Source: an optimization exercise on an open RTL-to-GDS flow (aim: small area and a short achievable clock period). Production flows keep margins and buffers that such runs may drop.
Only simulation tests tie the RTL to the original design; equivalence was not proved.
Power and IR drop assume default switching activity.

## run 1
// mips
module mips #(
    parameter Dbits = 32,
    parameter Nreg  = 32
)(
    input  wire        clk,
    input  wire        reset,
    input  wire        enable,
    output wire [31:0] pc,
    input  wire [31:0] instr,
    output wire        mem_wr,
    output wire [31:0] mem_addr,
    output wire [31:0] mem_writedata,
    input  wire [31:0] mem_readdata,
    output wire        werf
    );
    wire [5:0]  op  = instr[31:26];
    wire [5:0]  fn  = instr[5:0];
    wire [4:0]  rs  = instr[25:21];
    wire [4:0]  rt  = instr[20:16];
    wire [4:0]  rd  = instr[15:11];
    wire [4:0]  sh  = instr[10:6];
    wire [15:0] imm = instr[15:0];
    wire rtype  = (op == 6'b000000);
    wire r_add  = rtype & (fn[5:1] == 5'b10000);      
    wire r_sub  = rtype & (fn == 6'b100010);
    wire r_and  = rtype & (fn == 6'b100100);
    wire r_or   = rtype & (fn == 6'b100101);
    wire r_xor  = rtype & (fn == 6'b100110);
    wire r_nor  = rtype & (fn == 6'b100111);
    wire r_slt  = rtype & (fn == 6'b101010);
    wire r_sltu = rtype & (fn == 6'b101011);
    wire r_sll  = rtype & (fn == 6'b000000);
  ...
Settings: LEC_CHECK=0, CAP_MARGIN=10, CORE_MARGIN=2, CORE_UTILIZATION=55, CTS_CLUSTER_DIAMETER=80, CTS_CLUSTER_SIZE=24, SLEW_MARGIN=10, SYNTH_HIERARCHICAL=1; clock period 27.0 ns.
standard.sh (not shown) runs the stock make flow with config.mk's settings and CLKGATE_MAP_FILE= SYNTH_SCRIPT=/design/flow/synth_recipe.tcl, a recipe that flattens the netlist after the stock synthesis.
==> flow/flow/run.sh <==
#!/bin/bash
# Standard synthesis and layout, with faster port buffers, a lighter load
# assumed when mapping gates, and a setup margin that makes the resizer work
# on the critical paths.
set -euo pipefail
export BUFFER_PORTS_ARGS="-buffer_cell sky130_fd_sc_hd__buf_2"
MARGIN=$(cat flow/margin.txt)
bash standard.sh ABC_LOAD_IN_FF=1 SETUP_SLACK_MARGIN=$MARGIN finish > flow_make.log 2>&1
==> flow/flow/margin.txt <==
12.6
Run 1: flow completed, timing, DRC and antenna clean
> inputs changed (run 1 -> run 2)
Settings: swapping 10 for 20 in CAP_MARGIN; swapping 55 for 50 in CORE_UTILIZATION; swapping 10 for 20 in SLEW_MARGIN.
diff --git a/flow/flow/run.sh b/flow/flow/run.sh
--- a/flow/flow/run.sh
+++ b/flow/flow/run.sh
@@ -4,5 +4,5 @@
 # on the critical paths.
 set -euo pipefail
-export BUFFER_PORTS_ARGS="-buffer_cell sky130_fd_sc_hd__buf_2"
+export BUFFER_PORTS_ARGS="-buffer_cell sky130_fd_sc_hd__buf_4"
 MARGIN=$(cat flow/margin.txt)
 bash standard.sh ABC_LOAD_IN_FF=1 SETUP_SLACK_MARGIN=$MARGIN finish > flow_make.log 2>&1
Results
- For run 1 and run 2, there was not a single run that failed to finish clean.
- Slowest library cell on the worst path = sky130_fd_sc_hd__or3_1: run 1; slowest library cell on the worst path = sky130_fd_sc_hd__and2_4: run 2
- Total routing usage reported by global routing, run 1 and run 2: smaller value in run 2
- Wire length of the first global-routing pass of run 2 exceeds that of run 1 by a few percent.
- [compare] base=run 1 new=run 2: power spent charging and discharging nets picked up an extra 0.057 mW; part of the power in combinational logic picked up an extra 2.5 points; routed wire length picked up an extra about 7%; routing usage on met1 lost 5.2 points.
- Looking at critical path depth, run 2 sits above run 1.
- Combinational power for run 2 is higher than for run 1.
- Comparing run 1 with run 2, the number of multi-input logic gates came out essentially unchanged.
- Looking at met2 usage in global routing, run 2 sits 3.3 points lower than run 1 does.
- | synthesis-to-layout area growth | run 2 vs run 1 | 2.7 points higher |
The inputs of run 3 differ from those of run 2 as listed below.
Settings: CAP_MARGIN changed from 20 to 10; SLEW_MARGIN changed from 20 to 10.
diff --git a/flow/flow/run.sh b/flow/flow/run.sh
--- a/flow/flow/run.sh
+++ b/flow/flow/run.sh
@@ -4,5 +4,5 @@
 # on the critical paths.
 set -euo pipefail
-export BUFFER_PORTS_ARGS="-buffer_cell sky130_fd_sc_hd__buf_4"
+export BUFFER_PORTS_ARGS="-buffer_cell sky130_fd_sc_hd__buf_2"
 MARGIN=$(cat flow/margin.txt)
 bash standard.sh ABC_LOAD_IN_FF=1 SETUP_SLACK_MARGIN=$MARGIN finish > flow_make.log 2>&1
[summary]
- Going from run 2 to run 3, post-CTS repair timing setup buffer count grew slightly.
- In run 3 the first-pass GRT wire length turned out 2.2% lower than in run 2.
- In run 3, core occupancy in the finished layout is lower than in run 2.

==> afterwards: timing with drivers on the ports <==
Ports are ideal in the flow. The routed layouts listed here were re-timed in OpenROAD. Step 1 sets driving cells, clkbuf_16 on the clock port and buf_2 on the other inputs (assumed; they add their load-dependent delay and slew). Step 2, shift: input delay + t, output delay - t, t = (earliest + latest rising clock arrival at the registers) / 2. This alone moves slack from input paths to output paths. a / b / c = ideal ports / drivers / drivers and shift; a / b = the first two.
run	t, ns	slack for setup (ns)	worst setup path after step 2
run 1	0.758	12.474 / 12.447 / 12.447	input to output
run 2	0.762	12.483 / 12.456 / 12.456	input to output
run 3	0.763	12.482 / 12.461 / 12.461	input to output
After both steps every run listed still meets setup and hold.
